Source: an optimization exercise on an open RTL-to-GDS flow (aim: small area). Production flows keep margins and buffers that such runs may drop.
Function was checked by simulation only, so behaviour that the tests miss may differ from the original.
The clock port is modelled as an ideal driver; clocking choices that lean on that would not hold on a real chip.
Power figures rest on the tool's default switching activity, not on a simulated workload.

File: flow/flow/run.sh
#!/bin/bash
# Layout flow: the standard ORFS flow with these changes:
#  - synthesis maps the logic for area (flow/synth.tcl); registers unchanged,
#  - clock tree synthesis without dummy loads and with larger sink clusters,
#  - the smallest buffer on the ports,
#  - cells on paths with slack downsized after clock tree synthesis.
# Each tool's output goes to the ORFS logs under orfs/logs; make's own output
# goes to synth_make.log and flow_make.log in the work folder.
set -euo pipefail
work=$(pwd)
here=$(cd "$(dirname "$0")" && pwd)
export CTS_ARGS="-sink_clustering_enable -repair_clock_nets -dont_use_dummy_load -sink_clustering_size 32 -sink_clustering_max_diameter 100"
export BUFFER_PORTS_ARGS="-buffer_cell sky130_fd_sc_hd__buf_1"
export POST_CTS_TCL="$here/post_cts.tcl"
make -C "$FLOW_HOME" DESIGN_CONFIG="$work/config.mk" WORK_HOME="$work/orfs" \
  CLKGATE_MAP_FILE= SYNTH_SCRIPT="$here/synth.tcl" synth > synth_make.log 2>&1
bash standard.sh finish > flow_make.log 2>&1
File: flow/flow/post_cts.tcl
# Downsize cells wherever the timing slack allows, then legalize again.
estimate_parasitics -placement
repair_timing -recover_power 100
detailed_placement
check_placement -verbose
File: flow/flow/synth.tcl
# The standard synthesis (synth_recipe.tcl), with one change: the logic is
# mapped by ABC with an area-oriented script, and adders are left to ABC
# instead of being mapped to adder cells first.  Registers are untouched.
proc synth {args} { yosys synth -nofsm -noshare {*}$args }
proc abc {args} {
  set out {}
  set skip 0
  foreach a $args {
    if {$skip} { set skip 0; continue }
    if {[lsearch {-script -D -constr} $a] >= 0} { set skip 1; continue }
    lappend out $a
  }
  yosys abc {*}$out -script "+strash;dc2;dch,-f;map,-a;mfs2;strash;dch,-f;map,-a"
}
set ::env(ADDER_MAP_FILE) ""
source $::env(SCRIPTS_DIR)/synth.tcl
# left out here: clear keep_hierarchy, flatten, clean up, hide names made inside functions, write 1_2_yosys.v
File: flow/standard.sh
#!/bin/bash
# synth_recipe.tcl (not shown) runs the flow's synth.tcl, then flattens the netlist and writes it again
# the make line also repeats each setting of config.mk as NAME=value (left out here)
make -C /OpenROAD-flow-scripts/flow DESIGN_CONFIG=/design/flow/config.mk WORK_HOME=/design/flow/orfs CLKGATE_MAP_FILE= SYNTH_SCRIPT=/design/flow/synth_recipe.tcl "${@:-finish}"
File: flow/config.mk
export PLATFORM = sky130hd
export DESIGN_NAME = top
export DESIGN_NICKNAME = top
export VERILOG_FILES = /design/flow/design.v
export SDC_FILE = /design/flow/constraint.sdc
export NUM_CORES = 4
export LEC_CHECK = 0
export CAP_MARGIN = 20
export CORE_MARGIN = 2
export CORE_UTILIZATION = 70
export SLEW_MARGIN = 20
File: flow/constraint.sdc
create_clock -name core_clock -period 30.0 [get_ports {clk}]
set_input_delay 6.0000 -clock core_clock [delete_from_list [all_inputs] [get_ports {clk}]]
set_output_delay 6.0000 -clock core_clock [all_outputs]
set_load 0.01 [all_outputs]
File: flow/design.v
module top(
    input clk,
    input rst,
    input spi_miso,
    output uart_tx,
    output spi_clk,
    output spi_cs,
    output spi_mosi,
    output led_green,
    output led_blue
);
    reg [5:0] p;     
    reg [2:0] s;     
    reg [4:0] u;     
    localparam [5:0] P24 = 6'd48, P49 = 6'd9;    
    localparam [4:0] U12 = 5'd5,  U24 = 5'd20;   
    wire pt   = (p == P49);
    wire rise = pt & (s == 3'd3);               
    wire tick = (p == P24) & (u == U12);        
    wire oclk = s[2];                           
    always @(posedge clk) begin
        if (rst || pt)
            p <= 6'd0;
        else
            p <= {p[4:0], ~(p[5] ^ p[4])};
    end
    always @(posedge clk) begin
        if (rst) begin
            s <= 3'd0;
            u <= 5'd0;
        end else if (pt) begin
            s <= s + 3'd1;
            u <= (u == U24) ? 5'd0 : {u[3:0], ~(u[4] ^ u[2])};
        end
    end
    localparam PRE = 3'b000, INIT1 = 3'b100, INIT2 = 3'b101, GAP = 3'b001,
               READ1 = 3'b110, READ2 = 3'b111, UART = 3'b010;
    reg [2:0] sg;
    reg [4:0] j;
    reg       r1;    
    reg [3:0] b;     
    wire intr      = sg[2];                      
    wire uart      = (sg == UART);
    wire frame_end = tick & (b == 4'd15);
    wire jump      = rise && intr && j == 5'd17;
    wire advance   = (rise && j == 5'd31) ||
                     (jump && sg[0]) ||
                     (uart && frame_end && j == 5'd30);
    always @(posedge clk) begin
        if (rst) begin
            sg <= PRE;
            j <= 5'd30;
        end else begin
            if (jump) begin
                case (sg[1:0])
                    2'b00:   j <= r1 ? 5'd31 : 5'd21;    
                    2'b01:   j <= 5'd11;                 
                    2'b10:   j <= 5'd31;                 
                    default: j <= 5'd28;                 
                endcase
            end else if (uart ? frame_end : rise)
                j <= j + 5'd1;
            if (advance)
                case (sg)
                    PRE:     sg <= INIT1;
                    INIT1:   sg <= INIT2;
                    INIT2:   sg <= GAP;
                    GAP:     sg <= READ1;
                    READ1:   sg <= READ2;
                    READ2:   sg <= UART;
                    default: sg <= PRE;
                endcase
        end
    end
    always @(posedge clk) begin
        if (rst)
            r1 <= 1'b1;
        else if (frame_end && uart && j == 5'd28)
            r1 <= 1'b0;
    end
    wire clr = (sg == PRE) && (j == 5'd30);     
    function [15:0] frame(input [1:0] t);
        case (t)
            2'd0: frame = 16'h3101;
            2'd1: frame = 16'h2D08;
            2'd2: frame = 16'hB200;
            default: frame = 16'hB300;
        endcase
    endfunction
    wire [1:0] tr = sg[1:0];
    reg mosi;
    always @(posedge clk) begin
        if (rst)
            mosi <= 1'b0;
        else if (pt && s == 3'd7 && intr && j <= 5'd15)
            mosi <= frame(tr) >> (5'd15 - j);
    end
    assign spi_mosi = mosi;
    assign spi_cs   = ~(intr && j <= 5'd16);
    assign spi_clk  = ~(intr && j <= 5'd15 && !oclk);
    wire run = r1 | uart;
    always @(posedge clk) begin
        if (rst)
            b <= 4'd0;
        else if (tick) begin
            if (b == 4'd0)
                b <= run ? 4'd6 : 4'd0;
            else
                b <= b + 4'd1;
        end
    end
    reg [15:0] sum;
    wire data_bit = r1 ? 1'b0 :
                    (j == 5'd28) ? (b[0] & ~b[2]) :      
                    sum[8];
    assign uart_tx = b[3] ? data_bit : (b != 4'd7);
    wire urot = tick && b[3] && uart && j != 5'd28;
    reg  [12:0] d;       
    reg  [2:0]  r;       
    reg         pend;    
    reg         blue, green;
    wire bits = rise && j >= 5'd8 && j <= 5'd15;      
    wire rd1  = bits && sg == READ1 && j != 5'd15;    
    wire rd2  = bits && sg == READ2;                  
    wire rdq  = rd2 && j >= 5'd10;                    
    wire post = pt && sg == READ2 && j == 5'd16 && s != 3'd3;  
    wire       dvb = rd2 ? spi_miso : d[12];
    wire [3:0] r4  = {r, dvb};
    wire       qb  = (r4 >= 4'd5);
    wire [3:0] rn  = qb ? r4 - 4'd5 : r4;
    reg  [7:0] c;        
    reg        xpend, act;
    wire       xact = act && (c < 8'd13);
    always @(posedge clk) begin
        if (rd1)
            d <= {d[11:0], spi_miso};
        else if (rdq || post)
            d <= {d[11:0], qb};
        else if (xact)
            d <= {d[12], d[12:1]};
    end
    always @(posedge clk) begin
        if (rd2 || post)
            r <= rn[2:0];
        else if (sg != READ2)
            r <= 3'd0;
    end
    always @(posedge clk) begin
        if (rd2 && j == 5'd8)
            pend <= spi_miso;
    end
    reg [129:0] ring;
    always @(posedge clk) begin
        ring <= {ring[128:0], xact ? d[0] : (ring[129] & ~clr)};
    end
    always @(posedge clk) begin
        if (rst) begin
            c <= 8'd0;
            xpend <= 1'b0;
            act <= 1'b0;
        end else begin
            if (act && c == 8'd15)
                c <= 8'd3;
            else if (c == 8'd129)
                c <= 8'd0;
            else
                c <= c + 8'd1;
            if (rise && sg == READ2 && j == 5'd16)
                xpend <= 1'b1;
            else if (c == 8'd129)
                xpend <= 1'b0;
            if (xpend && c == 8'd129)
                act <= 1'b1;
            else if (c == 8'd15)
                act <= 1'b0;
        end
    end
    reg  bw, cy;
    wire nb  = xact & d[0];
    wire ob  = xact & ring[129];
    wire db  = nb ^ ob ^ bw;
    wire sb  = sum[0] ^ db ^ cy;
    always @(posedge clk) begin
        if (act) begin
            bw <= (~nb & ob) | (~(nb ^ ob) & bw);
            cy <= (sum[0] & db) | (cy & (sum[0] ^ db));
        end else begin
            bw <= 1'b0;
            cy <= 1'b0;
        end
    end
    always @(posedge clk) begin
        if (act)
            sum <= {sb, sum[15:1]};
        else if (urot)
            sum <= {sum[0], sum[15:1]};
        else if (clr)
            sum <= {1'b0, sum[15:1]};
    end
    always @(posedge clk) begin
        if (rst) begin
            blue <= 1'b0;
            green <= 1'b0;
        end else if (uart) begin
            blue <= pend;
            if (j == 5'd28 && p != 6'd0)
                green <= (sum >= 16'd36) && (sum <= 16'd65500);
        end
    end
    assign led_blue  = blue;
    assign led_green = green;
endmodule
==> metrics.yaml, run 1 <==
run_status:
  status: "complete, no violations"
placed_design:
  dp_hpwl_um: 6450
  post-place-ws_ns: 22.23
  io_buffers: 8
  place.gp.congestion: 0.888
  dpl-instance-area_mm2: 0.00604
  dp.cells: 637
layout:
  area_growth_pct: 6.43
  drive_above_1_share_pct: 2.40
  fillers: 524
  layout_commonest_cell: "dfxtp_1"
  design_area_mm2: 0.00626
  insertedDiodeCount: 0
  fin_cells: 647
  final_cell_mix: "172 x dfxtp_1, 83 x nor2_1, 65 x clkinv_1"
  nNetsFinal: 547
die:
  design.die.area_mm2: 0.00915
  start_util_pct: 71.9
  rows: 33
  io_pins: 9
  coreArea_mm2: 0.00818
  dieWidth_um: 95.6
  die_h_um: 95.6
synth:
  ys_types: 29
  yosys.area.top_type_share_pct: 58.6
  ys.flop_type: "dfxtp_1"
  synthXorXnorAreaFrac_pct: 0.298
  syn_area_mm2: 0.00588
  yosys.area_share.adder_pct: 0
  synth_compound_gate_area_share_pct: 7.26
  synth_top_area_cell: "dfxtp_1"
  synth_nets: 527
  synth_top_family_by_area: "simple AND/OR/NAND/NOR gates"
  synth.mux.area_fraction_pct: 0
  syn_inst: 524
  ys_top_cells_by_area: "dfxtp_1 59%, edfxtp_1 17%, nor2_1 5.3%"
  seq_area_frac_synth_pct: 75.4
  yosys_warnings: 1
  synth_edf_count: 33
  ys_ff_latch: 205
  yosys.area_share.simple_pct: 12.9
  avgSynthCellArea_um2: 11.2
  async_flop_share_pct: 0
critical_path:
  cp.arrival_ns: 2.23
  setup.worst_path.end_class: "output port"
  cp_max_fo: 9
  cp_data_required_time_ns: 24.00
  crit_path_start_kind: "flip-flop"
  crit_type: "reg2out"
clocking:
  clock-sinks: 205
  path_clk_slew_ns: 0.11
  tritoncts: "built"
  clkLatencyLatePin_ns: 0.48
sta:
  hold_violations: 0
  max_freq_mhz: 122
  final_min_period_over_clock_period_pct: 27.4
  period_needed_ns: 8.23
  slew_violations: 0
  finalSetupViolCount: 0
  final.setup_skew_ns: 0.0462
  rsz0062_at_grt: "no"
  tightest_slew_ns: 0.768
  slew_headroom_pct: 48.7
  setup-tns-final_ns: 0
  final.setup.worst_slack_ns: 21.77
drt:
  drc: 0
  wirelength_um: 10000
  initialDrtViolationCount: 233
  vias: 3494
  detail-route-antenna-nets: 0
  avgRoutedWirePerCell_um: 15.5
  vias_per_cell: 5.40
  dr.pass1.iters: 5
global_route:
  grt_pass1_wl_um: 16500
  antenna_found_initial: 0
  grt_pass1_vias: 3520
  gr-total-overflow: 0
  grt_max_degree: 33
  track_usage_pct: 23.4
pwr:
  combPwrFrac_pct: 0.7
  power_density_mw_per_mm2: 65.2
  p_sw_uw: 76.7
  p_leak_nw: 2.27
  ir_drop_mv: 0.0573
  seqPwrFrac_pct: 68.5
  power_uw: 408
  switching_share_pct: 18.8
  intPower_uw: 331
  clkPwrFrac_pct: 30.8
run:
  max-cap-violations: 0
worst_hold_path:
  hold_class: "reg2reg"
state kept, by name (all words and copies together), names as in the netlist, 4 cells and up:
register  flops
sum          16
ring        130
b             4
u             5
j             5
d            13
c             8
p             6
synthesized netlist by cell type (6+ instances only):
master	count
a21oi_1	31
clkinv_1	65
nand2_1	44
nor4_1	6
nand4_1	7
nor2_1	83
o22ai_1	9
o21ai_0	16
nand3_1	13
dfxtp_1	172
edfxtp_1	33
nor3_1	24
area by class of cell:
type	instances	area, um2	area share, %
Sequential cell	205	4430	70.9
Inverter	65	244	3.90
Timing Repair Buffer	8	30.0	0.480
Clock buffer	10	216	3.46
Multi-Input combinational cell	254	1200	19.2
Tap cell	105	131	2.10
critical path, cell delays in order (launching register included):
cell and delay (ns):
dfxtp_1 0.49, clkinv_1 0.14, nor3_1 0.21, clkinv_1 0.13, nor2_1 0.27, o21ai_0 0.16
o2111ai_1 0.10, o21ai_0 0.10, buf_1 0.14
power by group through the flow:
stage               Combinational [mW]  Clock [mW]  Sequential (mW)
global route                   0.00329       0.137            0.279
global placement               0.00264           0            0.285
detailed placement             0.00280           0            0.285
finish                         0.00286       0.126            0.279
floorplan                      0.00187           0            0.285
metrics by stage:
stage	util (%)	hold slack, ns
final	76.5	0.282
after global routing	76.5	0.280
after detailed placement	73.9	0.312
after global placement	73.9	0.312
after floorplan	-	0.310
cell families after synthesis:
group / count (synthesis)
flip-flops: 205
XOR/XNOR: 2
buffers and inverters: 65
AO/OA/AOI/OAI: 73
AND/OR/NAND/NOR: 179
path summary, 6_finish.rpt:
| kind | startpoint | end | slack [ns] | cells past startpoint |
|---|---|---|---|---|
| setup / recovery | j[2] | uart_tx | 21.77 | 8 |
| hold / removal | ring[13] | ring[14] | 0.28 | 0 |
| setup reg to reg | p[4] | d[9] | 25.88 | 15 |
| hold reg to reg | ring[13] | ring[14] | 0.28 | 0 |
metal layers:
metal	track usage (%)	vias up	wire length, um
met5	0	-	0
met3	3.95	25	369
met4	8.21	0	267
met1	30.6	1626	4520
li1	-	1770	-
met2	39.7	73	4850
==> run 2: changes to the inputs <==
--- a/flow/flow/run.sh
+++ b/flow/flow/run.sh
@@ -11,3 +11,3 @@
 here=$(cd "$(dirname "$0")" && pwd)
-export CTS_ARGS="-sink_clustering_enable -repair_clock_nets -dont_use_dummy_load -sink_clustering_size 32 -sink_clustering_max_diameter 100"
+export CTS_ARGS="-sink_clustering_enable -repair_clock_nets -dont_use_dummy_load -sink_clustering_size 28 -sink_clustering_max_diameter 150"
 export BUFFER_PORTS_ARGS="-buffer_cell sky130_fd_sc_hd__buf_1"
==> run 2 against run 1 <==
Critical path depth unchanged. Cell area grew 0.40%. Die area unchanged. Area after synthesis did not move. Register-to-register slack worse by 0.15 ns. Still clean. Sequential power about the same. Critical endpoint unchanged.
==> metrics.yaml, run 2 <==
run_status:
  status: "complete, no violations"
clocking:
  tritoncts: "built"
  clock-sinks: 205
  clkLatencyLatePin_ns: 0.47
  path_clk_slew_ns: 0.09
synth:
  synth_top_area_cell: "dfxtp_1"
  synth_top_family_by_area: "simple AND/OR/NAND/NOR gates"
  synth_nets: 527
  syn_inst: 524
  synth_most_common_cell: "dfxtp_1"
  synth.mux.area_fraction_pct: 0
  ys_types: 29
  seq_area_frac_synth_pct: 75.4
  ys_top_cells_by_area: "dfxtp_1 59%, edfxtp_1 17%, nor2_1 5.3%"
  ys.flop_type: "dfxtp_1"
  yosys.area.top_type_share_pct: 58.6
  syn_area_mm2: 0.00588
  ys_ff_latch: 205
  async_flop_share_pct: 0
  yosys.area_share.adder_pct: 0
  synthXorXnorAreaFrac_pct: 0.298
  synth_compound_gate_area_share_pct: 7.26
  ys_top_cells_by_count: "172 x dfxtp_1, 83 x nor2_1, 65 x clkinv_1"
  avgSynthCellArea_um2: 11.2
  yosys_warnings: 1
  synth_edf_count: 33
  yosys.area_share.simple_pct: 12.9
layout:
  seq_area_mm2: 0.00443
  layout_commonest_cell: "dfxtp_1"
  largest_reg_flops: 130
  fin_util_pct: 76.8
  drive_above_1_share_pct: 2.58
  insertedDiodeCount: 0
  nNetsFinal: 548
  top_register: "ring"
  final_cell_mix: "172 x dfxtp_1, 83 x nor2_1, 65 x clkinv_1"
  design_area_mm2: 0.00628
  area_growth_pct: 6.85
  multi_input_area_mm2: 0.00120
  fillers: 502
  reg_top3: "ring x130, sum x16, d x13"
critical_path:
  setup.worst_path.end_class: "output port"
  rrSetupSlack_ns: 25.73
  max_stage_delay_ns: 0.49
  slowest_stage: "dfxtp_1"
  crit_type: "reg2out"
  cp_max_fo: 9
  r2r_start: "p[4]"
  r2r_cells: 15
  r2r-end: "d[5]"
  crit_path_start_kind: "flip-flop"
  cp.arrival_ns: 2.23
  cp_data_required_time_ns: 24.00
  cp_cell_sequence: "clkinv_1, nor3_1, clkinv_1, nor2_1, o21ai_0, o2111ai_1, o21ai_0, buf_1"
global_route:
  grt_use_met1_pct: 30.6
  busiest_layer: "met2"
  grt_pass1_wl_um: 16500
  grt_pass1_vias: 3499
  grt_max_degree: 29
  grt.met3_usage_pct: 4.11
  antenna_found_initial: 0
  gr-total-overflow: 0
  track_usage_pct: 23.4
  use_met2_pct: 39.0
sta:
  setup-tns-final_ns: 0
  tightest_slew_ns: 0.743
  max_freq_mhz: 121
  rsz0062_at_grt: "no"
  slew_headroom_pct: 50.4
  finalSetupViolCount: 0
  hold_violations: 0
  holdWs_ns: 0.289
  period_needed_ns: 8.23
  slew_violations: 0
  final.setup_skew_ns: 0.0525
  final_min_period_over_clock_period_pct: 27.4
  final.setup.worst_slack_ns: 21.77
drt:
  wirelength_um: 10100
  initialDrtViolationCount: 257
  vias_per_cell: 5.44
  detail-route-antenna-nets: 0
  dr.pass1.iters: 5
  vias: 3527
  drc: 0
  avgRoutedWirePerCell_um: 15.5
worst_hold_path:
  min_to: "ring[28]"
  hp-start: "ring[27]"
  hold_class: "reg2reg"
  min_path_cells: 0
die:
  design.die.area_mm2: 0.00915
  dieWidth_um: 95.6
  die_h_um: 95.6
  io_pins: 9
  rows: 33
  start_util_pct: 71.9
  coreArea_mm2: 0.00818
placed_design:
  io_buffers: 8
  post-place-ws_ns: 22.23
  dp_hpwl_um: 6450
  place.gp.congestion: 0.888
  dpl-instance-area_mm2: 0.00604
pwr:
  p_leak_nw: 2.28
  ir_drop_mv: 0.0473
  power_density_mw_per_mm2: 65.7
run:
  max-cap-violations: 0
-- run 2: cell counts after synthesis --
No cell type changed its count.
-- run 2: routing by layer --
| metal | part of all wire (%) | vias up |
|---|---|---|
| li1 | - | 1775 |
| met1 | 43 | 1627 |
| met2 | 49 | 92 |
| met3 | 4.1 | 33 |
| met4 | 3.6 | 0 |
| met5 | 0 | - |
-- run 2: kinds of logic (layout without fill, tap and decap cells) --
group | count (synthesis) | in the layout
AOI/OAI and AO/OA | 73 | 73
xor gates and xnor gates | 2 | 2
DFF | 205 | 205
buffers and inverters | 65 | 84
and+or+nand+nor | 179 | 179
-- run 2: stage by stage --
step / total power [mW] / instances
final: 0.413 / 648
after global routing: 0.425 / 648
after detailed placement: 0.288 / 637
after global placement: 0.288 / 637
after floorplan: 0.287 / 524
-- run 2: worst max-delay path by stage --
stage                         end  startpoint
after floorplan           uart_tx        j[2]
after global placement    uart_tx        j[2]
after detailed placement     u[2]         rst
after global routing      uart_tx        j[2]
final                     uart_tx        j[2]
-- run 2: area by class of cell --
cell class | instances | share of cell area, %
clock buffers | 11 | 3.84
inverters | 65 | 3.88
multi-input cells | 254 | 19.1
flip-flops and latches | 205 | 70.6
well taps | 105 | 2.09
repair buffers | 8 | 0.478
-- run 2: where the power goes --
part / leakage, nW / switching (mW) / total, mW / internal (mW)
clock network: 0.120 / 0.0737 / 0.131 / 0.0570
registers: 1.72 / 0.000503 / 0.279 / 0.279
logic: 0.444 / 0.00213 / 0.00292 / 0.000789
total: 2.28 / 0.0763 / 0.413 / 0.337
-- run 2: critical path, delay by kind of cell, from the launching register on --
| kind | cells | cell delay (ns) |
|---|---|---|
| flip-flops | 1 | 0.49 |
| AND/OR/NAND/NOR | 2 | 0.49 |
| AO/OA/AOI/OAI | 3 | 0.36 |
| buffers and inverters | 3 | 0.43 |
==> run 3: changes to the inputs <==
--- a/flow/flow/run.sh
+++ b/flow/flow/run.sh
@@ -11,3 +11,3 @@
 here=$(cd "$(dirname "$0")" && pwd)
-export CTS_ARGS="-sink_clustering_enable -repair_clock_nets -dont_use_dummy_load -sink_clustering_size 28 -sink_clustering_max_diameter 150"
+export CTS_ARGS="-sink_clustering_enable -repair_clock_nets -dont_use_dummy_load -sink_clustering_size 34 -sink_clustering_max_diameter 80"
 export BUFFER_PORTS_ARGS="-buffer_cell sky130_fd_sc_hd__buf_1"
==> run 3 against run 2 <==
Clock skew is 0.0089 ns lower. Core utilization is 0.31 points lower. Sequential cell count stayed put. Worst hold slack worse by 0.0021 ns. Via count is 0.20% lower. Die area stayed put. Critical path type unchanged. Maximum frequency hardly changed. First-iteration DRC count is 9.7% higher. Area after synthesis stayed put. Power is 1.5% lower.
==> metrics.yaml, run 3 <==
layout:
  nNetsFinal: 547
  largest_reg_flops: 130
  fillers: 519
  final_cell_mix: "172 x dfxtp_1, 83 x nor2_1, 65 x clkinv_1"
  layout_commonest_cell: "dfxtp_1"
  area_growth_pct: 6.43
  fin_util_pct: 76.5
  design_area_mm2: 0.00626
  fin_cells: 647
  drive_above_1_share_pct: 2.40
  insertedDiodeCount: 0
  reg_top3: "ring x130, sum x16, d x13"
  top_register: "ring"
clocking:
  clkLatencyLatePin_ns: 0.48
  clock-sinks: 205
  tritoncts: "built"
  path_clk_slew_ns: 0.11
drt:
  detail-route-antenna-nets: 0
  wirelength_um: 9760
  drc: 0
  initialDrtViolationCount: 282
  vias_per_cell: 5.44
  vias: 3520
  avgRoutedWirePerCell_um: 15.1
  dr.pass1.iters: 5
pwr:
  p_leak_nw: 2.27
  ir_drop_mv: 0.0610
  power_density_mw_per_mm2: 65.0
sta:
  hold_violations: 0
  setup-tns-final_ns: 0
  final.setup.worst_slack_ns: 21.76
  period_needed_ns: 8.24
  final.setup_skew_ns: 0.0436
  slew_headroom_pct: 49.4
  tightest_slew_ns: 0.757
  slew_violations: 0
  final_min_period_over_clock_period_pct: 27.5
  max_freq_mhz: 121
  finalSetupViolCount: 0
  rsz0062_at_grt: "no"
critical_path:
  crit_type: "reg2out"
  cp_data_required_time_ns: 24.00
  cp.arrival_ns: 2.24
  cp_cell_sequence: "clkinv_1, nor3_1, clkinv_1, nor2_1, o21ai_0, o2111ai_1, o21ai_0, buf_1"
  cp_max_fo: 9
  slowest_stage: "dfxtp_1"
  crit_path_start_kind: "flip-flop"
  max_stage_delay_ns: 0.50
  setup.worst_path.end_class: "output port"
synth:
  synth_top_area_cell: "dfxtp_1"
  synth_most_common_cell: "dfxtp_1"
  ys_types: 29
  avgSynthCellArea_um2: 11.2
  syn_area_mm2: 0.00588
  synth_top_family_by_area: "simple AND/OR/NAND/NOR gates"
  seq_area_frac_synth_pct: 75.4
  syn_inst: 524
  yosys.area_share.adder_pct: 0
  ys.flop_type: "dfxtp_1"
  synthXorXnorAreaFrac_pct: 0.298
  yosys.area.top_type_share_pct: 58.6
  ys_ff_latch: 205
  async_flop_share_pct: 0
  ys_top_cells_by_count: "172 x dfxtp_1, 83 x nor2_1, 65 x clkinv_1"
  yosys.area_share.simple_pct: 12.9
  yosys_warnings: 1
  synth.mux.area_fraction_pct: 0
  synth_nets: 527
  ys_top_cells_by_area: "dfxtp_1 59%, edfxtp_1 17%, nor2_1 5.3%"
  synth_edf_count: 33
  synth_compound_gate_area_share_pct: 7.26
die:
  coreArea_mm2: 0.00818
  dieWidth_um: 95.6
  die_h_um: 95.6
  start_util_pct: 71.9
  rows: 33
  design.die.area_mm2: 0.00915
  io_pins: 9
placed_design:
  dp.cells: 637
  io_buffers: 8
  post-place-ws_ns: 22.23
  place.gp.congestion: 0.888
  dpl-instance-area_mm2: 0.00604
  dp_hpwl_um: 6450
run:
  max-cap-violations: 0
global_route:
  track_usage_pct: 22.6
  gr-total-overflow: 0
  grt_pass1_wl_um: 16000
  grt_pass1_vias: 3441
  antenna_found_initial: 0
  grt_max_degree: 35
run_status:
  status: "complete, no violations"
worst_hold_path:
  hold_class: "reg2reg"
## run 3: metrics by stage
step	total power [mW]	hold slack (ns)
after global routing	0.419	0.285
final	0.407	0.287
after global placement	0.288	0.312
after floorplan	0.287	0.310
after detailed placement	0.288	0.312
## run 3: layout make-up
cell class	count	area (um2)	area share (%)
sequential	205	4430	70.9
multi-input combinational	254	1200	19.2
inverter	65	244	3.90
clock buffer	10	216	3.46
tap	105	131	2.10
timing repair buffer	8	30.0	0.480
## run 3: path summary, 6_finish.rpt
kind                            startpoint  endpoint  slack (ns)  depth (start not counted)
worst min-delay path              ring[21]  ring[22]        0.29                          0
worst min register to register    ring[21]  ring[22]        0.29                          0
worst max-delay path                  j[2]   uart_tx       21.76                          8
worst max register to register        p[4]      d[9]       25.95                         15
## run 3: layer usage
metal | part of all wire [%] | global-route usage, % | up-vias
met5 | 0 | 0 | -
met4 | 2.5 | 7.62 | 0
met3 | 3.6 | 4.27 | 21
met2 | 48 | 37.0 | 72
met1 | 46 | 30.5 | 1655
li1 | - | - | 1772
## run 3: critical path, delay by kind of cell (launching register included)
| kind | cells | cell delay, ns |
|---|---|---|
| AOI/OAI and AO/OA | 3 | 0.36 |
| buffers and inverters | 3 | 0.42 |
| DFF | 1 | 0.50 |
| and+or+nand+nor | 2 | 0.48 |
## run 3: logic make-up (layout without fill, tap and decap cells)
family	Yosys count	in the layout
flops	205	205
simple gates	179	179
compound gates	73	73
buf+inv	65	83
xor+xnor	2	2
## run 3: power breakdown
part / total (mW) / internal, mW / switching [mW] / leakage, nW
sequential: 0.279 / 0.279 / 0.000466 / 1.72
combinational: 0.00283 / 0.000789 / 0.00204 / 0.444
clock: 0.125 / 0.0514 / 0.0731 / 0.108
total: 0.407 / 0.331 / 0.0756 / 2.27
==> run 4: changes to the inputs <==
--- a/flow/flow/run.sh
+++ b/flow/flow/run.sh
@@ -11,3 +11,3 @@
 here=$(cd "$(dirname "$0")" && pwd)
-export CTS_ARGS="-sink_clustering_enable -repair_clock_nets -dont_use_dummy_load -sink_clustering_size 34 -sink_clustering_max_diameter 80"
+export CTS_ARGS="-sink_clustering_enable -repair_clock_nets -dont_use_dummy_load -sink_clustering_size 36 -sink_clustering_max_diameter 70"
 export BUFFER_PORTS_ARGS="-buffer_cell sky130_fd_sc_hd__buf_1"
==> run 4 against run 3 <==
Synthesized cell count is the same. Critical path depth stayed put. Count of clock-buffer cells in the layout unchanged. Clock power about the same. Sequential power barely moved. Sequential share of layout area stayed put. Worst hold slack improved by 0.019 ns. Die area stayed put. Cell area stayed put. Cell count did not move. Critical path type unchanged. Highest routed layer unchanged.
==> metrics.yaml, run 4 <==
run_status:
  status: "complete, no violations"
die:
  coreArea_mm2: 0.00818
  die_h_um: 95.6
  start_util_pct: 71.9
  design.die.area_mm2: 0.00915
  io_pins: 9
  dieWidth_um: 95.6
  rows: 33
drt:
  vias_per_cell: 5.44
  detail-route-antenna-nets: 0
  vias: 3519
  wl_met2_um: 4610
  initialDrtViolationCount: 269
  drt-met1-wl_um: 4440
  top_layer: "met4"
  dr.pass1.iters: 4
  drc: 0
  avgRoutedWirePerCell_um: 15.1
  wl_met3_um: 421
  wirelength_um: 9750
synth:
  syn_inst: 524
  synth_nets: 527
  ys_top_cells_by_area: "dfxtp_1 59%, edfxtp_1 17%, nor2_1 5.3%"
  ys_types: 29
  synth_top_area_cell: "dfxtp_1"
  ys_top_cells_by_count: "172 x dfxtp_1, 83 x nor2_1, 65 x clkinv_1"
  yosys_warnings: 1
  synth_edf_count: 33
  yosys.area.top_type_share_pct: 58.6
  avgSynthCellArea_um2: 11.2
  syn_area_mm2: 0.00588
  synth_most_common_cell: "dfxtp_1"
  async_flop_share_pct: 0
  ys_ff_latch: 205
  ys.flop_type: "dfxtp_1"
  seq_area_frac_synth_pct: 75.4
layout:
  insertedDiodeCount: 0
  reg_top3: "ring x130, sum x16, d x13"
  top_register: "ring"
  drive_above_1_share_pct: 2.40
  layout_commonest_cell: "dfxtp_1"
  area_growth_pct: 6.43
  largest_reg_flops: 130
  final_cell_mix: "172 x dfxtp_1, 83 x nor2_1, 65 x clkinv_1"
  nNetsFinal: 547
  fin_util_pct: 76.5
  fillers: 513
critical_path:
  setup.worst_path.end_class: "output port"
  cp_max_fo: 9
  r2r_start: "p[4]"
  crit_type: "reg2out"
  crit_path_start_kind: "flip-flop"
  cp-startpoint: "j[2]"
  max_stage_delay_ns: 0.50
  cp_cell_sequence: "clkinv_1, nor3_1, clkinv_1, nor2_1, o21ai_0, o2111ai_1, o21ai_0, buf_1"
  cp.arrival_ns: 2.23
  slowest_stage: "dfxtp_1"
  cp_data_required_time_ns: 24.00
global_route:
  grt_max_degree: 37
  grt_pass1_vias: 3458
  gr-total-overflow: 0
  grt_pass1_wl_um: 16100
  track_usage_pct: 22.7
  antenna_found_initial: 0
clocking:
  path_clk_slew_ns: 0.11
  tritoncts: "built"
  clock-sinks: 205
  clkLatencyLatePin_ns: 0.48
pwr:
  p_leak_nw: 2.27
  ir_drop_mv: 0.0532
  power_density_mw_per_mm2: 65.0
sta:
  slew_headroom_pct: 48.7
  tightest_slew_ns: 0.767
  period_needed_ns: 8.23
  finalSetupViolCount: 0
  hold_violations: 0
  max_freq_mhz: 122
  rsz0062_at_grt: "no"
  final.setup.worst_slack_ns: 21.77
  slew_violations: 0
  final.setup_skew_ns: 0.0442
  setup-tns-final_ns: 0
  final_min_period_over_clock_period_pct: 27.4
run:
  max-cap-violations: 0
placed_design:
  dp_hpwl_um: 6450
  io_buffers: 8
  place.gp.congestion: 0.888
  post-place-ws_ns: 22.23
worst_hold_path:
  hold_class: "reg2reg"
  hp-start: "ring[116]"
==> run 4: cell counts after synthesis <==
Identical to the previous run, type by type.
==> run 4: path summary, 6_finish.rpt <==
check         endpoint  slack (ns)  cells after the start
max            uart_tx       21.77                      8
min          ring[117]        0.31                      0
min reg2reg  ring[117]        0.31                      0
max reg2reg       d[4]       25.92                     15
==> run 4: final cells by class <==
class                      count  area (um2)  share of cell area (%)
sequential                   205        4430                    70.9
multi-input combinational    254        1200                    19.2
clock buffer                  10         216                    3.46
timing repair buffer           8        30.0                   0.480
tap                          105         131                    2.10
inverter                      65         244                    3.90
==> run 4: report_power, final <==
| part | switching, mW | internal (mW) |
|---|---|---|
| Sequential | 0.000467 | 0.279 |
| Clock | 0.0732 | 0.0514 |
| Combinational | 0.00206 | 0.000790 |
==> run 4: cells by family after synthesis <==
family,share of synthesized area (%)
AOI/OAI and AO/OA,7.26
xor gates and xnor gates,0.298
buffers and inverters,4.15
DFF,75.4
and+or+nand+nor,12.9
==> run 4: worst max-delay path, delay by kind of cell (launching register included) <==
kind / cells / cell delay, ns
compound gates: 3 / 0.36
buf+inv: 3 / 0.42
flops: 1 / 0.50
simple gates: 2 / 0.49
==> run 4: metal layers <==
layer / global-route usage, % / vias to the layer above
li1: - / 1772
met1: 30.6 / 1625
met2: 37.9 / 99
met3: 3.79 / 23
met4: 7.38 / 0
met5: 0 / -
==> run 4: per-stage QoR <==
stage          power [mW]  instances  cell area (um2)  hold slack, ns
2_1_floorplan       0.287        524             5880           0.310
3_3_place_gp        0.288        637             6040           0.312
3_5_place_dp        0.288        637             6040           0.312
5_1_grt             0.418        647             6260           0.311
6_report            0.407        647             6260           0.306
==> run 5: changes to the inputs <==
--- a/flow/flow/run.sh
+++ b/flow/flow/run.sh
@@ -11,3 +11,3 @@
 here=$(cd "$(dirname "$0")" && pwd)
-export CTS_ARGS="-sink_clustering_enable -repair_clock_nets -dont_use_dummy_load -sink_clustering_size 36 -sink_clustering_max_diameter 70"
+export CTS_ARGS="-sink_clustering_enable -repair_clock_nets -dont_use_dummy_load -sink_clustering_size 36 -sink_clustering_max_diameter 80"
 export BUFFER_PORTS_ARGS="-buffer_cell sky130_fd_sc_hd__buf_1"
--- a/flow/config.mk
+++ b/flow/config.mk
@@ -9,3 +9,3 @@
 export CORE_MARGIN = 2
-export CORE_UTILIZATION = 70
+export CORE_UTILIZATION = 60
 export SLEW_MARGIN = 20
==> run 5 against run 4 <==
Highest routed layer unchanged. Via count shrank 2.1%. Synthesized cell count is the same. Count of clock-buffer cells in the layout grew 1. Global-route usage shrank 4.9 points. Power grew 1.9%.
==> metrics.yaml, run 5 <==
global_route:
  grt_pass1_vias: 3266
  grt_pass1_wl_um: 15000
  gr-total-overflow: 0
  track_usage_pct: 17.9
  grt_max_degree: 37
  antenna_found_initial: 0
synth:
  syn_area_mm2: 0.00588
  synth_most_common_cell: "dfxtp_1"
  ys_ff_latch: 205
  yosys.area.top_type_share_pct: 58.6
  synth_top_family_by_area: "simple AND/OR/NAND/NOR gates"
  syn_inst: 524
  synth_compound_gate_area_share_pct: 7.26
  ys_top_cells_by_count: "172 x dfxtp_1, 83 x nor2_1, 65 x clkinv_1"
  synth_edf_count: 33
  synth_top_area_cell: "dfxtp_1"
  synth_nets: 527
  async_flop_share_pct: 0
  synth.mux.area_fraction_pct: 0
  ys_types: 29
  seq_area_frac_synth_pct: 75.4
  synthXorXnorAreaFrac_pct: 0.298
  yosys.area_share.adder_pct: 0
  yosys_warnings: 1
  ys_top_cells_by_area: "dfxtp_1 59%, edfxtp_1 17%, nor2_1 5.3%"
  avgSynthCellArea_um2: 11.2
  yosys.area_share.simple_pct: 12.9
  ys.flop_type: "dfxtp_1"
drt:
  dr.pass1.iters: 4
  avgRoutedWirePerCell_um: 13.6
  initialDrtViolationCount: 147
  detail-route-antenna-nets: 0
  drc: 0
  vias: 3444
  vias_per_cell: 5.09
  wirelength_um: 9160
critical_path:
  crit_path_start_kind: "flip-flop"
  setup.worst_path.end_class: "output port"
  r2r_cells: 15
  crit_type: "reg2out"
  cp_data_required_time_ns: 24.00
  rrSetupSlack_ns: 25.79
  r2r-end: "d[1]"
  r2r_start: "p[4]"
  cp.arrival_ns: 2.18
  cp_max_fo: 9
placed_design:
  dp_hpwl_um: 6100
  io_buffers: 8
  dp.cells: 665
  place.gp.congestion: 0.951
  post-place-ws_ns: 22.14
pwr:
  ir_drop_mv: 0.0623
  seqPwrFrac_pct: 67.4
  power_uw: 415
  combPwrFrac_pct: 0.7
  switching_share_pct: 18.8
  power_density_mw_per_mm2: 65.6
  p_leak_nw: 2.28
  intPower_uw: 337
  p_sw_uw: 78.0
  clkPwrFrac_pct: 32.0
run_status:
  status: "complete, no violations"
layout:
  area_growth_pct: 7.45
  largest_reg_flops: 130
  fin_util_pct: 65.5
  reg_top3: "ring x130, sum x16, d x13"
  fillers: 746
  multi_input_area_mm2: 0.00120
  nNetsFinal: 548
  drive_above_1_share_pct: 2.58
  seq_area_mm2: 0.00443
  insertedDiodeCount: 0
  final_cell_mix: "172 x dfxtp_1, 83 x nor2_1, 65 x clkinv_1"
  fin_cells: 676
  layout_commonest_cell: "dfxtp_1"
  top_register: "ring"
worst_hold_path:
  hold_class: "reg2reg"
  hp-start: "ring[17]"
  min_to: "ring[18]"
  min_path_cells: 0
sta:
  rsz0062_at_grt: "no"
  slew_violations: 0
  slew_headroom_pct: 52.4
  final_min_period_over_clock_period_pct: 27.3
  final.setup_skew_ns: 0.0643
  setup-tns-final_ns: 0
  period_needed_ns: 8.18
  finalSetupViolCount: 0
  tightest_slew_ns: 0.709
  hold_violations: 0
  final.setup.worst_slack_ns: 21.82
  max_freq_mhz: 122
run:
  max-cap-violations: 0
die:
  dieWidth_um: 103
  coreArea_mm2: 0.00964
  die_h_um: 103
  rows: 36
  io_pins: 9
  design.die.area_mm2: 0.0106
  start_util_pct: 61.0
clocking:
  tritoncts: "built"
  clock-sinks: 205
  path_clk_slew_ns: 0.12
  clkLatencyLatePin_ns: 0.49
==> run 5: changes by cell type in the layout (fill, tap and decap cells not counted), sizes merged <==
| cell | before | now |
|---|---|---|
| clkbuf | 11 | 12 |
==> run 5: layout make-up <==
| cell class | count | area share [%] |
|---|---|---|
| flip-flops and latches | 205 | 70.2 |
| multi-input cells | 254 | 19.0 |
| inverters | 65 | 3.86 |
| clock buffers | 11 | 3.82 |
| well taps | 133 | 2.63 |
| repair buffers | 8 | 0.475 |
==> run 5: cell families (layout without fill, tap and decap cells) <==
family,Yosys count,count (layout)
flip-flops,205,205
AO/OA/AOI/OAI,73,73
XOR/XNOR,2,2
buffers and inverters,65,84
AND/OR/NAND/NOR,179,179
==> run 5: per-layer routing <==
| layer | global-route usage (%) | up-vias | share of wire [%] |
|---|---|---|---|
| met4 | 6.28 | 0 | 3.0 |
| met3 | 3.05 | 24 | 2.4 |
| met1 | 24.4 | 1611 | 50 |
| met2 | 28.9 | 45 | 44 |
| li1 | - | 1764 | - |
| met5 | 0 | - | 0 |
==> run 5: power by group through the flow <==
| stage | Sequential, mW | Combinational (mW) | Clock, mW |
|---|---|---|---|
| floorplan | 0.285 | 0.00187 | 0 |
| global placement | 0.285 | 0.00273 | 0 |
| detailed placement | 0.285 | 0.00287 | 0 |
| global route | 0.279 | 0.00340 | 0.146 |
| finish | 0.279 | 0.00289 | 0.132 |
==> run 5: worst max-delay path by stage <==
stage,start,to,slack (ns),cells past startpoint
after global placement,rst,u[2],22.32,4
after global routing,j[2],uart_tx,21.65,8
after floorplan,j[2],uart_tx,22.63,7
final,j[2],uart_tx,21.82,8
after detailed placement,rst,u[2],22.14,4
==> run 5: worst max-delay path, stage by stage (launching register included) <==
cell       delay, ns
dfxtp_1         0.51
clkinv_1        0.14
nor3_1          0.21
clkinv_1        0.13
nor2_1          0.24
o21ai_0         0.14
o2111ai_1       0.08
o21ai_0         0.11
buf_1           0.14
==> run 5: per-stage QoR <==
stage	hold slack, ns	cell area, um2
global placement	0.312	6080
global route	0.279	6320
floorplan	0.310	5880
detailed placement	0.312	6080
finish	0.280	6320
==> run 6: changes to the inputs <==
--- a/flow/config.mk
+++ b/flow/config.mk
@@ -9,3 +9,3 @@
 export CORE_MARGIN = 2
-export CORE_UTILIZATION = 60
+export CORE_UTILIZATION = 70
 export SLEW_MARGIN = 20
==> run 6 against run 5 <==
Register-to-register slack improved by 0.15 ns. Sequential share of layout area increased by 0.96 points. Cell count decreased by 4.4%. Clock power decreased by 11%. Worst setup slack got worse by 0.047 ns. Clock skew decreased by 0.035 ns. Sequential power about the same. Worst hold slack improved by 0.034 ns. Cell area decreased by 1.3%. Synthesized cell count unchanged. Die area decreased by 14%. Critical path type unchanged. Highest routed layer unchanged.
==> metrics.yaml, run 6 <==
pwr:
  ir_drop_mv: 0.0512
  combPwrFrac_pct: 0.7
  clkPwrFrac_pct: 29.5
  power_density_mw_per_mm2: 64.2
  p_leak_nw: 2.26
  seqPwrFrac_pct: 69.8
  intPower_uw: 325
  switching_share_pct: 18.6
  power_uw: 400
  p_sw_uw: 74.6
critical_path:
  cp_data_required_time_ns: 24.00
  cp_cell_sequence: "clkinv_1, nor3_1, clkinv_1, nor2_1, o21ai_0, o2111ai_1, o21ai_0, buf_1"
  crit_path_start_kind: "flip-flop"
  cp_max_fo: 9
  r2r_start: "p[4]"
  path_buf_inv: 3
  rrSetupSlack_ns: 25.94
  worst-path-stages: 8
  r2r-end: "d[4]"
  setup.worst_path.end_class: "output port"
  cp_top_family: "flip-flops"
  r2r_cells: 15
  slowest_stage: "dfxtp_1"
  crit_type: "reg2out"
  max_stage_delay_ns: 0.50
  cp-startpoint: "j[2]"
  cp.arrival_ns: 2.23
  endpoint: "uart_tx"
synth:
  async_flop_share_pct: 0
  ys_top_cells_by_count: "172 x dfxtp_1, 83 x nor2_1, 65 x clkinv_1"
  seq_area_frac_synth_pct: 75.4
  yosys_warnings: 1
  syn_inst: 524
  synth_nets: 527
  ys.flop_type: "dfxtp_1"
  ys_top_cells_by_area: "dfxtp_1 59%, edfxtp_1 17%, nor2_1 5.3%"
  ys_types: 29
  avgSynthCellArea_um2: 11.2
  synth_edf_count: 33
  syn_area_mm2: 0.00588
  synth_most_common_cell: "dfxtp_1"
  yosys.area.top_type_share_pct: 58.6
  synth_top_area_cell: "dfxtp_1"
  ys_ff_latch: 205
layout:
  fin_util_pct: 76.2
  nNetsFinal: 546
  drive_above_1_share_pct: 2.22
  final_cell_mix: "172 x dfxtp_1, 83 x nor2_1, 65 x clkinv_1"
  insertedDiodeCount: 0
  reg_top3: "ring x130, sum x16, d x13"
  area_growth_pct: 6.00
  top_register: "ring"
  largest_reg_flops: 130
  layout_commonest_cell: "dfxtp_1"
sta:
  finalSetupViolCount: 0
  max_freq_mhz: 122
  period_needed_ns: 8.23
  rsz0062_at_grt: "no"
  tightest_slew_ns: 0.752
  setup-tns-final_ns: 0
  slew_violations: 0
  hold_violations: 0
  final_min_period_over_clock_period_pct: 27.4
  slew_headroom_pct: 49.7
  final.setup_skew_ns: 0.0290
die:
  dieWidth_um: 95.6
  coreArea_mm2: 0.00818
  start_util_pct: 71.9
  io_pins: 9
  design.die.area_mm2: 0.00915
  die_h_um: 95.6
  rows: 33
placed_design:
  place.gp.congestion: 0.888
  dp_hpwl_um: 6450
  io_buffers: 8
drt:
  wirelength_um: 9710
  dr.pass1.iters: 5
  detail-route-antenna-nets: 0
  initialDrtViolationCount: 244
  vias: 3537
  avgRoutedWirePerCell_um: 15.0
  drc: 0
  vias_per_cell: 5.48
clocking:
  path_clk_slew_ns: 0.12
  clock-sinks: 205
  clkLatencyLatePin_ns: 0.47
  tritoncts: "built"
worst_hold_path:
  hold_class: "reg2reg"
run_status:
  status: "complete, no violations"
global_route:
  grt_pass1_vias: 3438
  grt_max_degree: 37
  track_usage_pct: 22.6
  antenna_found_initial: 0
  gr-total-overflow: 0
  grt_pass1_wl_um: 16000
run:
  max-cap-violations: 0
## run 6: cell counts after synthesis
No cell type changed its count.
## run 6: worst min-delay path by stage
| stage | startpoint | to | depth (start not counted) |
|---|---|---|---|
| global route | ring[21] | ring[22] | 0 |
| global placement | ring[80] | ring[81] | 0 |
| finish | ring[21] | ring[22] | 0 |
| detailed placement | ring[49] | ring[50] | 0 |
| floorplan | ring[99] | ring[100] | 0 |
## run 6: per-stage QoR
step / hold WS, ns / instances / cell area, um2 / worst slack [ns]
finish: 0.313 / 646 / 6230 / 21.77
global route: 0.313 / 646 / 6230 / 21.51
detailed placement: 0.312 / 637 / 6040 / 22.23
global placement: 0.312 / 637 / 6040 / 22.36
floorplan: 0.310 / 524 / 5880 / 22.63
## run 6: cell families after synthesis
family                    share of synthesized area, %
DFF                                               75.4
AOI/OAI and AO/OA                                 7.26
buffers and inverters                             4.15
and+or+nand+nor                                   12.9
xor gates and xnor gates                         0.298
## run 6: worst reg2reg max path: cells and delay by family, from the launching register on
family                 cells  cell delay [ns]
AOI/OAI and AO/OA          1             0.22
buffers and inverters      6             1.14
DFF                        1             0.34
and+or+nand+nor            8             2.04
## run 6: area by class of cell
| type | instances | area, um2 |
|---|---|---|
| clock buffers | 9 | 191 |
| repair buffers | 8 | 30.0 |
| inverters | 65 | 244 |
| flip-flops and latches | 205 | 4430 |
| multi-input cells | 254 | 1200 |
| fillers | 521 | 1940 |
| well taps | 105 | 131 |
## run 6: power groups by stage
stage	Combinational (mW)	Sequential, mW	Clock, mW
2_1_floorplan	0.00187	0.285	0
3_3_place_gp	0.00264	0.285	0
5_1_grt	0.00330	0.279	0.129
6_report	0.00285	0.279	0.118
3_5_place_dp	0.00280	0.285	0
## run 6: routing by layer
layer / track usage [%] / vias up / part of all wire [%]
met1: 30.5 / 1656 / 46
met2: 37.5 / 80 / 48
met4: 6.43 / 0 / 2.4
met3: 4.51 / 29 / 4.1
li1: - / 1772 / -
met5: 0 / - / 0
==> run 7: changes to the inputs <==
--- a/flow/flow/run.sh
+++ b/flow/flow/run.sh
@@ -11,3 +11,3 @@
 here=$(cd "$(dirname "$0")" && pwd)
-export CTS_ARGS="-sink_clustering_enable -repair_clock_nets -dont_use_dummy_load -sink_clustering_size 36 -sink_clustering_max_diameter 80"
+export CTS_ARGS="-sink_clustering_enable -repair_clock_nets -dont_use_dummy_load -sink_clustering_size 36 -sink_clustering_max_diameter 80 -distance_between_buffers 1000 -branching_point_buffers_distance 1000"
 export BUFFER_PORTS_ARGS="-buffer_cell sky130_fd_sc_hd__buf_1"
==> run 7 against run 6 <==
Sequential share of layout area unchanged. Sequential cell count unchanged. Critical path depth unchanged. Register-to-register slack about the same. Via count unchanged. Sequential power about the same. Die area unchanged. Non-clock buffer count unchanged. Clock power about the same. Critical endpoint unchanged. Largest cell class unchanged. Largest power group unchanged.
==> metrics.yaml, run 7 <==
pwr:
  p_leak_nw: 2.26
  intPower_uw: 325
  combPwrFrac_pct: 0.7
  ir_drop_mv: 0.0512
  p_sw_uw: 74.6
  seqPwrFrac_pct: 69.8
  switching_share_pct: 18.6
  clkPwrFrac_pct: 29.5
  power_uw: 400
  power_density_mw_per_mm2: 64.2
critical_path:
  slowest_stage: "dfxtp_1"
  r2r-end: "d[4]"
  cp_top_family: "flip-flops"
  cp_data_required_time_ns: 24.00
  crit_type: "reg2out"
  setup.worst_path.end_class: "output port"
  cp.arrival_ns: 2.23
  endpoint: "uart_tx"
  cp_cell_sequence: "clkinv_1, nor3_1, clkinv_1, nor2_1, o21ai_0, o2111ai_1, o21ai_0, buf_1"
  cp_max_fo: 9
  max_stage_delay_ns: 0.50
  crit_path_start_kind: "flip-flop"
  r2r_cells: 15
  worst-path-stages: 8
  cp-startpoint: "j[2]"
  path_buf_inv: 3
  rrSetupSlack_ns: 25.94
  r2r_start: "p[4]"
placed_design:
  post-place-ws_ns: 22.23
  io_buffers: 8
  dpl-instance-area_mm2: 0.00604
  dp_hpwl_um: 6450
  place.gp.congestion: 0.888
run_status:
  status: "complete, no violations"
global_route:
  grt_max_degree: 37
  track_usage_pct: 22.6
  grt_pass1_vias: 3438
  antenna_found_initial: 0
  gr-total-overflow: 0
  grt_pass1_wl_um: 16000
die:
  die_h_um: 95.6
  dieWidth_um: 95.6
  coreArea_mm2: 0.00818
  design.die.area_mm2: 0.00915
  io_pins: 9
  rows: 33
  start_util_pct: 71.9
synth:
  syn_area_mm2: 0.00588
  synth_compound_gate_area_share_pct: 7.26
  synth.mux.area_fraction_pct: 0
  synth_edf_count: 33
  ys_ff_latch: 205
  yosys.area.top_type_share_pct: 58.6
  yosys.area_share.simple_pct: 12.9
  synth_top_family_by_area: "simple AND/OR/NAND/NOR gates"
  ys_top_cells_by_count: "172 x dfxtp_1, 83 x nor2_1, 65 x clkinv_1"
  ys_top_cells_by_area: "dfxtp_1 59%, edfxtp_1 17%, nor2_1 5.3%"
  ys.flop_type: "dfxtp_1"
  synth_nets: 527
  synth_most_common_cell: "dfxtp_1"
  async_flop_share_pct: 0
  yosys.area_share.adder_pct: 0
  syn_inst: 524
  ys_types: 29
  seq_area_frac_synth_pct: 75.4
  avgSynthCellArea_um2: 11.2
  yosys_warnings: 1
  synthXorXnorAreaFrac_pct: 0.298
  synth_top_area_cell: "dfxtp_1"
clocking:
  clock-sinks: 205
  clkLatencyLatePin_ns: 0.47
  path_clk_slew_ns: 0.12
  tritoncts: "built"
drt:
  detail-route-antenna-nets: 0
  initialDrtViolationCount: 244
  dr.pass1.iters: 5
  drc: 0
  vias: 3537
  wirelength_um: 9710
  vias_per_cell: 5.48
  avgRoutedWirePerCell_um: 15.0
sta:
  slew_violations: 0
  max_freq_mhz: 122
  final.setup_skew_ns: 0.0290
  holdWs_ns: 0.313
  rsz0062_at_grt: "no"
  slew_headroom_pct: 49.7
  finalSetupViolCount: 0
  period_needed_ns: 8.23
  hold_violations: 0
  tightest_slew_ns: 0.752
  setup-tns-final_ns: 0
  final.setup.worst_slack_ns: 21.77
  final_min_period_over_clock_period_pct: 27.4
layout:
  insertedDiodeCount: 0
  largest_reg_flops: 130
  drive_above_1_share_pct: 2.22
  layout_commonest_cell: "dfxtp_1"
  reg_top3: "ring x130, sum x16, d x13"
  design_area_mm2: 0.00623
  nNetsFinal: 546
  area_growth_pct: 6.00
  final_cell_mix: "172 x dfxtp_1, 83 x nor2_1, 65 x clkinv_1"
  top_register: "ring"
run:
  max-cap-violations: 0
worst_hold_path:
  hold_class: "reg2reg"
[run 7: cell counts after synthesis]
Identical to the previous run, type by type.
[run 7: worst min-delay path by stage]
stage,to,slack [ns],cells after the start,start
after floorplan,ring[100],0.31,0,ring[99]
after detailed placement,ring[50],0.31,0,ring[49]
after global placement,ring[81],0.31,0,ring[80]
final,ring[22],0.31,0,ring[21]
after global routing,ring[22],0.31,0,ring[21]
[run 7: metal layers]
metal	wire length, um	up-vias	GRT usage, %
met1	4440	1656	30.5
met5	0	-	0
li1	-	1772	-
met3	402	29	4.51
met2	4630	80	37.5
met4	232	0	6.43
[run 7: cell families after synthesis]
family,Yosys count
XOR/XNOR,2
buffers and inverters,65
flip-flops,205
AND/OR/NAND/NOR,179
AO/OA/AOI/OAI,73
[run 7: stage by stage]
stage	util, %	std cells
2_1_floorplan	-	524
3_3_place_gp	73.9	637
3_5_place_dp	73.9	637
5_1_grt	76.2	646
6_report	76.2	646
[run 7: cell type report]
class | count | area (um2)
Fill cell | 521 | 1940
Timing Repair Buffer | 8 | 30.0
Multi-Input combinational cell | 254 | 1200
Sequential cell | 205 | 4430
Tap cell | 105 | 131
Inverter | 65 | 244
Clock buffer | 9 | 191
[run 7: power by group through the flow]
stage / clock network (mW) / logic, mW / registers (mW)
3_3_place_gp: 0 / 0.00264 / 0.285
6_report: 0.118 / 0.00285 / 0.279
3_5_place_dp: 0 / 0.00280 / 0.285
5_1_grt: 0.129 / 0.00330 / 0.279
2_1_floorplan: 0 / 0.00187 / 0.285
==> run 8: changes to the inputs <==
--- a/flow/flow/run.sh
+++ b/flow/flow/run.sh
@@ -11,3 +11,3 @@
 here=$(cd "$(dirname "$0")" && pwd)
-export CTS_ARGS="-sink_clustering_enable -repair_clock_nets -dont_use_dummy_load -sink_clustering_size 36 -sink_clustering_max_diameter 80 -distance_between_buffers 1000 -branching_point_buffers_distance 1000"
+export CTS_ARGS="-sink_clustering_enable -repair_clock_nets -dont_use_dummy_load -sink_clustering_size 30 -sink_clustering_max_diameter 100 -distance_between_buffers 1000 -branching_point_buffers_distance 1000"
 export BUFFER_PORTS_ARGS="-buffer_cell sky130_fd_sc_hd__buf_1"
==> run 8 against run 7 <==
Worst setup slack got worse by 0.020 ns. Highest routed layer unchanged. Routed wire length rose by 3.9%. Critical endpoint unchanged. Sequential cell count is the same. Via count decreased by 1.4%. Non-clock buffer count is the same. Core utilization grew 0.31 points. Sequential share of layout area down 0.28 points. Register-to-register slack about the same.
==> metrics.yaml, run 8 <==
run_status:
  status: "complete, no violations"
layout:
  final_cell_mix: "172 x dfxtp_1, 83 x nor2_1, 65 x clkinv_1"
  area_growth_pct: 6.43
  fin_util_pct: 76.5
  fin_cells: 647
  reg_top3: "ring x130, sum x16, d x13"
  fillers: 515
  layout_commonest_cell: "dfxtp_1"
  largest_reg_flops: 130
  top_register: "ring"
  drive_above_1_share_pct: 2.40
  nNetsFinal: 547
  insertedDiodeCount: 0
sta:
  final_min_period_over_clock_period_pct: 27.5
  max_freq_mhz: 121
  tightest_slew_ns: 0.764
  hold_violations: 0
  rsz0062_at_grt: "no"
  slew_headroom_pct: 48.9
  period_needed_ns: 8.25
  final.setup_skew_ns: 0.0377
  slew_violations: 0
  setup-tns-final_ns: 0
  holdWs_ns: 0.314
  finalSetupViolCount: 0
synth:
  ys_ff_latch: 205
  ys.flop_type: "dfxtp_1"
  ys_top_cells_by_area: "dfxtp_1 59%, edfxtp_1 17%, nor2_1 5.3%"
  yosys.area_share.simple_pct: 12.9
  synth.mux.area_fraction_pct: 0
  seq_area_frac_synth_pct: 75.4
  synth_top_area_cell: "dfxtp_1"
  synth_edf_count: 33
  synth_top_family_by_area: "simple AND/OR/NAND/NOR gates"
  synth_most_common_cell: "dfxtp_1"
  synth_nets: 527
  async_flop_share_pct: 0
  ys_types: 29
  yosys.area.top_type_share_pct: 58.6
  synth_compound_gate_area_share_pct: 7.26
  yosys.area_share.adder_pct: 0
  syn_area_mm2: 0.00588
  avgSynthCellArea_um2: 11.2
  ys_top_cells_by_count: "172 x dfxtp_1, 83 x nor2_1, 65 x clkinv_1"
  synthXorXnorAreaFrac_pct: 0.298
  yosys_warnings: 1
  syn_inst: 524
worst_hold_path:
  hold_class: "reg2reg"
run:
  max-cap-violations: 0
critical_path:
  slowest_stage: "dfxtp_1"
  crit_type: "reg2out"
  cp.arrival_ns: 2.25
  cp_data_required_time_ns: 24.00
  max_stage_delay_ns: 0.50
  cp_max_fo: 9
  setup.worst_path.end_class: "output port"
  cp_cell_sequence: "clkinv_1, nor3_1, clkinv_1, nor2_1, o21ai_0, o2111ai_1, o21ai_0, buf_1"
  crit_path_start_kind: "flip-flop"
drt:
  detail-route-antenna-nets: 0
  avgRoutedWirePerCell_um: 15.6
  vias: 3487
  wirelength_um: 10100
  drc: 0
  vias_per_cell: 5.39
  dr.pass1.iters: 4
  initialDrtViolationCount: 215
global_route:
  track_usage_pct: 23.5
  antenna_found_initial: 0
  grt_pass1_wl_um: 16500
  grt_max_degree: 31
  grt_pass1_vias: 3479
  gr-total-overflow: 0
die:
  die_h_um: 95.6
  coreArea_mm2: 0.00818
  io_pins: 9
  rows: 33
  start_util_pct: 71.9
  design.die.area_mm2: 0.00915
  dieWidth_um: 95.6
placed_design:
  dp_hpwl_um: 6450
  dp.cells: 637
  place.gp.congestion: 0.888
  io_buffers: 8
clocking:
  clkLatencyLatePin_ns: 0.48
  clock-sinks: 205
  path_clk_slew_ns: 0.11
  tritoncts: "built"
pwr:
  switching_share_pct: 18.9
  seqPwrFrac_pct: 68.4
  ir_drop_mv: 0.0660
  intPower_uw: 331
  p_leak_nw: 2.27
  combPwrFrac_pct: 0.7
  p_sw_uw: 77.0
  clkPwrFrac_pct: 30.9
  power_density_mw_per_mm2: 65.2
## run 8: cell counts after synthesis
Identical to the previous run, type by type.
## run 8: final cells by class
cell class              instances  area (um2)  share of cell area [%]
repair buffers                  8        30.0                   0.480
well taps                     105         131                    2.10
inverters                      65         244                    3.90
multi-input cells             254        1200                    19.2
clock buffers                  10         216                    3.46
flip-flops and latches        205        4430                    70.9
## run 8: cell families (layout without fill, tap and decap cells)
group           count (synthesis)  after routing
xor+xnor                        2              2
flops                         205            205
compound gates                 73             73
buf+inv                        65             83
simple gates                  179            179
## run 8: path summary, 6_finish.rpt
path	cells after the start	startpoint	end	slack [ns]
worst max-delay path	8	j[2]	uart_tx	21.75
worst min-delay path	0	ring[17]	ring[18]	0.31
worst max register to register	15	p[4]	d[5]	25.93
worst min register to register	0	ring[17]	ring[18]	0.31
## run 8: power groups by stage
stage / logic [mW] / registers (mW) / clock network (mW)
after floorplan: 0.00187 / 0.285 / 0
after global placement: 0.00264 / 0.285 / 0
after detailed placement: 0.00280 / 0.285 / 0
after global routing: 0.00327 / 0.279 / 0.136
final: 0.00280 / 0.279 / 0.126
## run 8: critical path, delay by kind of cell (launching register included)
kind	cells	cell delay, ns
AOI/OAI and AO/OA	3	0.36
buffers and inverters	3	0.42
DFF	1	0.50
and+or+nand+nor	2	0.50
## run 8: per-layer routing
| metal | vias up | part of all wire (%) | GRT usage [%] |
|---|---|---|---|
| met1 | 1608 | 45 | 30.6 |
| li1 | 1774 | - | - |
| met3 | 31 | 3.6 | 3.95 |
| met5 | - | 0 | 0 |
| met4 | 0 | 3.6 | 9.05 |
| met2 | 74 | 48 | 39.5 |
## run 8: stage by stage
| stage | cell area (um2) | power, mW | setup WS [ns] |
|---|---|---|---|
| global placement | 6040 | 0.288 | 22.36 |
| global route | 6260 | 0.419 | 21.52 |
| finish | 6260 | 0.408 | 21.75 |
| floorplan | 5880 | 0.287 | 22.63 |
| detailed placement | 6040 | 0.288 | 22.23 |

-- afterwards: timing with drivers on the ports --
No port has a modelled driver above. Below, the same layouts with a new extraction and two added sets of constraints. Step 1, drivers: a clkbuf_16 drives clk and a buf_2 each remaining input, both assumed. Step 2 times the ports against the registers' clock, not the clock port: input delays grow and output delays shrink by t, the midpoint of the rising clock arrivals with the driver on. a / b / c = ideal ports / drivers / drivers and shift; a / b = the first two.
run | shift t [ns] | setup WS [ns] | clock arrival spread, ns
run 1 | 0.495 | 21.773 / 21.739 / 22.187 | 0.047 / 0.047
run 2 | 0.478 | 21.766 / 21.735 / 22.207 | 0.052 / 0.052
run 3 | 0.487 | 21.759 / 21.728 / 22.161 | 0.045 / 0.045
run 4 | 0.489 | 21.770 / 21.739 / 22.156 | 0.045 / 0.045
run 5 | 0.493 | 21.817 / 21.782 / 22.076 | 0.065 / 0.064
run 6 | 0.489 | 21.770 / 21.738 / 22.193 | 0.029 / 0.030
run 7 | 0.489 | 21.770 / 21.738 / 22.193 | 0.029 / 0.030
run 8 | 0.490 | 21.750 / 21.719 / 22.174 | 0.037 / 0.038
After both steps setup and hold are still met in every run listed.
